This design comes from an exercise in tuning for small area, a short achievable clock period and few clock cycles per item on the open sky130 flow, not from production work.
No activity file was given, so power comes from the tool's default toggle rates.

## before
## complex_multiplier
module complex_multiplier
#(
    parameter INTEGER_WIDTH = 3,
    parameter FRACTIONAL_WIDTH = 13
)
(
    input  wire                                          clk,
    input  wire                                          rst_n,
    input  wire                                          input_a_tvalid,
    output wire                                          input_a_tready,
    input  wire [2*(INTEGER_WIDTH+FRACTIONAL_WIDTH)-1:0] input_a_tdata,
    input  wire                                          input_b_tvalid,
    output wire                                          input_b_tready,
    input  wire [2*(INTEGER_WIDTH+FRACTIONAL_WIDTH)-1:0] input_b_tdata,
    output reg                                           output_prod_tvalid,
    input  wire                                          output_prod_tready,
    output wire [2*(INTEGER_WIDTH+FRACTIONAL_WIDTH)-1:0] output_prod_tdata
);
    reg         v0, v1, q1v;
    reg  [15:0] ar, ai;
    reg  [24:0] br, bi;     
    function [24:0] booth_enc;
        input [15:0] y;
        integer k;
        reg y2, y1, y0;
        begin
  ...
==> module complex_multiplier, before the edit <==
module complex_multiplier
#(
    parameter INTEGER_WIDTH = 3,
    parameter FRACTIONAL_WIDTH = 13
)
(
    input  wire                                          clk,
    input  wire                                          rst_n,
    input  wire                                          input_a_tvalid,
    output wire                                          input_a_tready,
    input  wire [2*(INTEGER_WIDTH+FRACTIONAL_WIDTH)-1:0] input_a_tdata,
    input  wire                                          input_b_tvalid,
    output wire                                          input_b_tready,
    input  wire [2*(INTEGER_WIDTH+FRACTIONAL_WIDTH)-1:0] input_b_tdata,
    output reg                                           output_prod_tvalid,
    input  wire                                          output_prod_tready,
    output wire [2*(INTEGER_WIDTH+FRACTIONAL_WIDTH)-1:0] output_prod_tdata
);
    reg         v0, v1, q1v;
    reg  [15:0] ar, ai;
    reg  [24:0] br, bi;     
    function [24:0] booth_enc;
        input [15:0] y;
        integer k;
        reg y2, y1, y0;
        begin
            for (k = 0; k < 8; k = k + 1) begin
                y2 = y[2*k+1];
                y1 = y[2*k];
                y0 = (k == 0) ? 1'b0 : y[2*k-1];
                booth_enc[k]      = y1 ^ y0;                                    
                booth_enc[8 + k]  = (y2 & ~y1 & ~y0) | (~y2 & y1 & y0);         
                booth_enc[16 + k] = y2 & ~(y1 & y0);                            
            end
            booth_enc[24] = y[15];
        end
    endfunction
    reg  [31:0] q0, q1;
    reg         wp, rp;
    wire take = output_prod_tready;                     
    wire en1  = ~v1 | ~q1v | take;                      
    wire en0  = ~v0 | en1;
    wire rdy  = ~(v0 & v1 & q1v);
    assign input_a_tready = rdy;
    assign input_b_tready = rdy;
    assign output_prod_tdata = rp ? q1 : q0;
    wire fire = input_a_tvalid & input_b_tvalid & rdy;
    wire mv1  = v1 & en1;                               
    always @(posedge clk) begin
        if (!rst_n) begin
            v0 <= 1'b0;
            v1 <= 1'b0;
            output_prod_tvalid <= 1'b0;
            q1v <= 1'b0;
            wp <= 1'b0;
            rp <= 1'b0;
        end else begin
            if (mv1) wp <= ~wp;
            if (output_prod_tvalid & take) rp <= ~rp;
            if (en0) v0 <= fire;
            if (en1) v1 <= v0;
            if (~output_prod_tvalid | take)
                output_prod_tvalid <= q1v | mv1;
            if (q1v) begin
                if (take) q1v <= mv1;
            end else begin
                q1v <= mv1 & output_prod_tvalid & ~take;
            end
        end
    end
    wire [14:0] m_a0, m_a1, m_a2, m_a3;
    wire [14:0] m_b0, m_b1, m_b2, m_b3;
    wire [3:0]  m_c, m_s;
    reg  [14:0] c_a0, c_a1, c_a2, c_a3;
    reg  [14:0] c_b0, c_b1, c_b2, c_b3;
    reg  [3:0]  c_c, c_s;
    cm_mul mul_rr1 (.x(ar), .one(br[7:0]), .two(br[15:8]), .neg(br[23:16]), .ys(br[24]), .a(m_a0), .b(m_b0), .cl(m_c[0]), .sgn(m_s[0]));
    cm_mul mul_rr2 (.x(ai), .one(bi[7:0]), .two(bi[15:8]), .neg(bi[23:16]), .ys(bi[24]), .a(m_a1), .b(m_b1), .cl(m_c[1]), .sgn(m_s[1]));
    cm_mul mul_ri1 (.x(ar), .one(bi[7:0]), .two(bi[15:8]), .neg(bi[23:16]), .ys(bi[24]), .a(m_a2), .b(m_b2), .cl(m_c[2]), .sgn(m_s[2]));
    cm_mul mul_ri2 (.x(ai), .one(br[7:0]), .two(br[15:8]), .neg(br[23:16]), .ys(br[24]), .a(m_a3), .b(m_b3), .cl(m_c[3]), .sgn(m_s[3]));
    wire [14:0] h0 = c_a0 + c_b0 + c_c[0];
    wire [14:0] h1 = c_a1 + c_b1 + c_c[1];
    wire [14:0] h2 = c_a2 + c_b2 + c_c[2];
    wire [14:0] h3 = c_a3 + c_b3 + c_c[3];
    wire [15:0] prod_real = {c_s[0], h0} - {c_s[1], h1};
    wire [15:0] prod_imag = {c_s[2], h2} + {c_s[3], h3};
    always @(posedge clk) begin
        if (en0) begin
            ar <= input_a_tdata[15:0];
            ai <= input_a_tdata[31:16];
            br <= booth_enc(input_b_tdata[15:0]);
            bi <= booth_enc(input_b_tdata[31:16]);
        end
        if (en1) begin
            c_a0 <= m_a0;
            c_a1 <= m_a1;
            c_a2 <= m_a2;
            c_a3 <= m_a3;
            c_b0 <= m_b0;
            c_b1 <= m_b1;
            c_b2 <= m_b2;
            c_b3 <= m_b3;
            c_c <= m_c;
            c_s <= m_s;
        end
        if (mv1 & ~wp)
            q0 <= {prod_imag, prod_real};
        if (mv1 & wp)
            q1 <= {prod_imag, prod_real};
    end
endmodule
export LEC_CHECK = 0
export CAP_MARGIN = 20
export CORE_MARGIN = 2
export CORE_UTILIZATION = 40
export SETUP_SLACK_MARGIN = 5
export SLEW_MARGIN = 20
export SYNTH_HIERARCHICAL = 1
export SYNTH_MINIMUM_KEEP_SIZE = 0
create_clock -name core_clock -period 10.0 [get_ports {clk}]
run.sh (not shown) runs the stock make flow with config.mk's settings and CLKGATE_MAP_FILE= SYNTH_SCRIPT=/design/flow/synth_recipe.tcl, a recipe that flattens the netlist after the stock synthesis.
[inputs] after vs before
diff --git a/flow/design.v b/flow/design.v
--- a/flow/design.v
+++ b/flow/design.v
@@ -930,5 +930,4 @@
     endfunction
     reg  [31:0] q0, q1;
-    reg         wp, rp;
     wire take = output_prod_tready;                     
     wire en1  = ~v1 | ~q1v | take;                      
@@ -937,5 +936,5 @@
     assign input_a_tready = rdy;
     assign input_b_tready = rdy;
-    assign output_prod_tdata = rp ? q1 : q0;
+    assign output_prod_tdata = q0;
     wire fire = input_a_tvalid & input_b_tvalid & rdy;
     wire mv1  = v1 & en1;                               
@@ -946,9 +945,5 @@
             output_prod_tvalid <= 1'b0;
             q1v <= 1'b0;
-            wp <= 1'b0;
-            rp <= 1'b0;
         end else begin
-            if (mv1) wp <= ~wp;
-            if (output_prod_tvalid & take) rp <= ~rp;
             if (en0) v0 <= fire;
             if (en1) v1 <= v0;
@@ -972,8 +967,12 @@
     cm_mul mul_ri1 (.x(ar), .one(bi[7:0]), .two(bi[15:8]), .neg(bi[23:16]), .ys(bi[24]), .a(m_a2), .b(m_b2), .cl(m_c[2]), .sgn(m_s[2]));
     cm_mul mul_ri2 (.x(ai), .one(br[7:0]), .two(br[15:8]), .neg(br[23:16]), .ys(br[24]), .a(m_a3), .b(m_b3), .cl(m_c[3]), .sgn(m_s[3]));
-    wire [14:0] h0 = c_a0 + c_b0 + c_c[0];
-    wire [14:0] h1 = c_a1 + c_b1 + c_c[1];
-    wire [14:0] h2 = c_a2 + c_b2 + c_c[2];
-    wire [14:0] h3 = c_a3 + c_b3 + c_c[3];
+    wire [15:0] u0 = {c_a0, 1'b1} + {c_b0, c_c[0]};
+    wire [14:0] h0 = u0[15:1];    
+    wire [15:0] u1 = {c_a1, 1'b1} + {c_b1, c_c[1]};
+    wire [14:0] h1 = u1[15:1];    
+    wire [15:0] u2 = {c_a2, 1'b1} + {c_b2, c_c[2]};
+    wire [14:0] h2 = u2[15:1];    
+    wire [15:0] u3 = {c_a3, 1'b1} + {c_b3, c_c[3]};
+    wire [14:0] h3 = u3[15:1];    
     wire [15:0] prod_real = {c_s[0], h0} - {c_s[1], h1};
     wire [15:0] prod_imag = {c_s[2], h2} + {c_s[3], h3};
@@ -997,7 +996,7 @@
             c_s <= m_s;
         end
-        if (mv1 & ~wp)
-            q0 <= {prod_imag, prod_real};
-        if (mv1 & wp)
+        if (~output_prod_tvalid | take)
+            q0 <= q1v ? q1 : {prod_imag, prod_real};
+        if (~q1v | take)
             q1 <= {prod_imag, prod_real};
     end
### Flow results
- before gets by with more registers than after.
- Of after and before, the higher number of clock buffer instances in the layout belongs to after.
- Compared after vs before, and first-pass GRT wire length is up in after.
- Status: worst clock skew parity (after, before)
- Quantity of I/O buffers inserted on ports: before vs after identical
- after vs before — clock period minus worst slack dropped 0.19 ns.
- Diff before -> after | number of nets in the synthesized netlist | up slightly
- Of the two values seen for start point of the critical path, ar[12] was produced by after and rp by before.
- Starting DRC count in detailed routing | after above before
- Number of vias after detailed routing in after vs before: up 562
- The maximum vdd ir drop number comes out higher for after vs before.
No functional check of the RTL was part of any run of this note.

==> re-timing with driven ports <==
No port has a modelled driver above. Below, the same layouts with a new extraction and two added sets of constraints.
Step 1 assumes that a clkbuf_16 drives the clock port and a buf_2 every other input.
Step 2 times the ports against the registers' clock, not the clock port: input delays grow and output delays shrink by t, the midpoint of the rising clock arrivals with the driver on.
Three values: no drivers, after step 1, after step 2; two values: the first two.
run | shift t [ns] | slack for setup (ns) | worst data-port slew with drivers (ns)
before | 0.616 | 5.316 / 5.253 / 5.399 | 0.05
after | 0.641 | 5.501 / 5.501 / 5.343 | 0.05
After both steps every run listed still meets setup and hold. The setup slack of after, which loses most, moves by 0.000 ns with the drivers and by -0.158 ns with both steps.
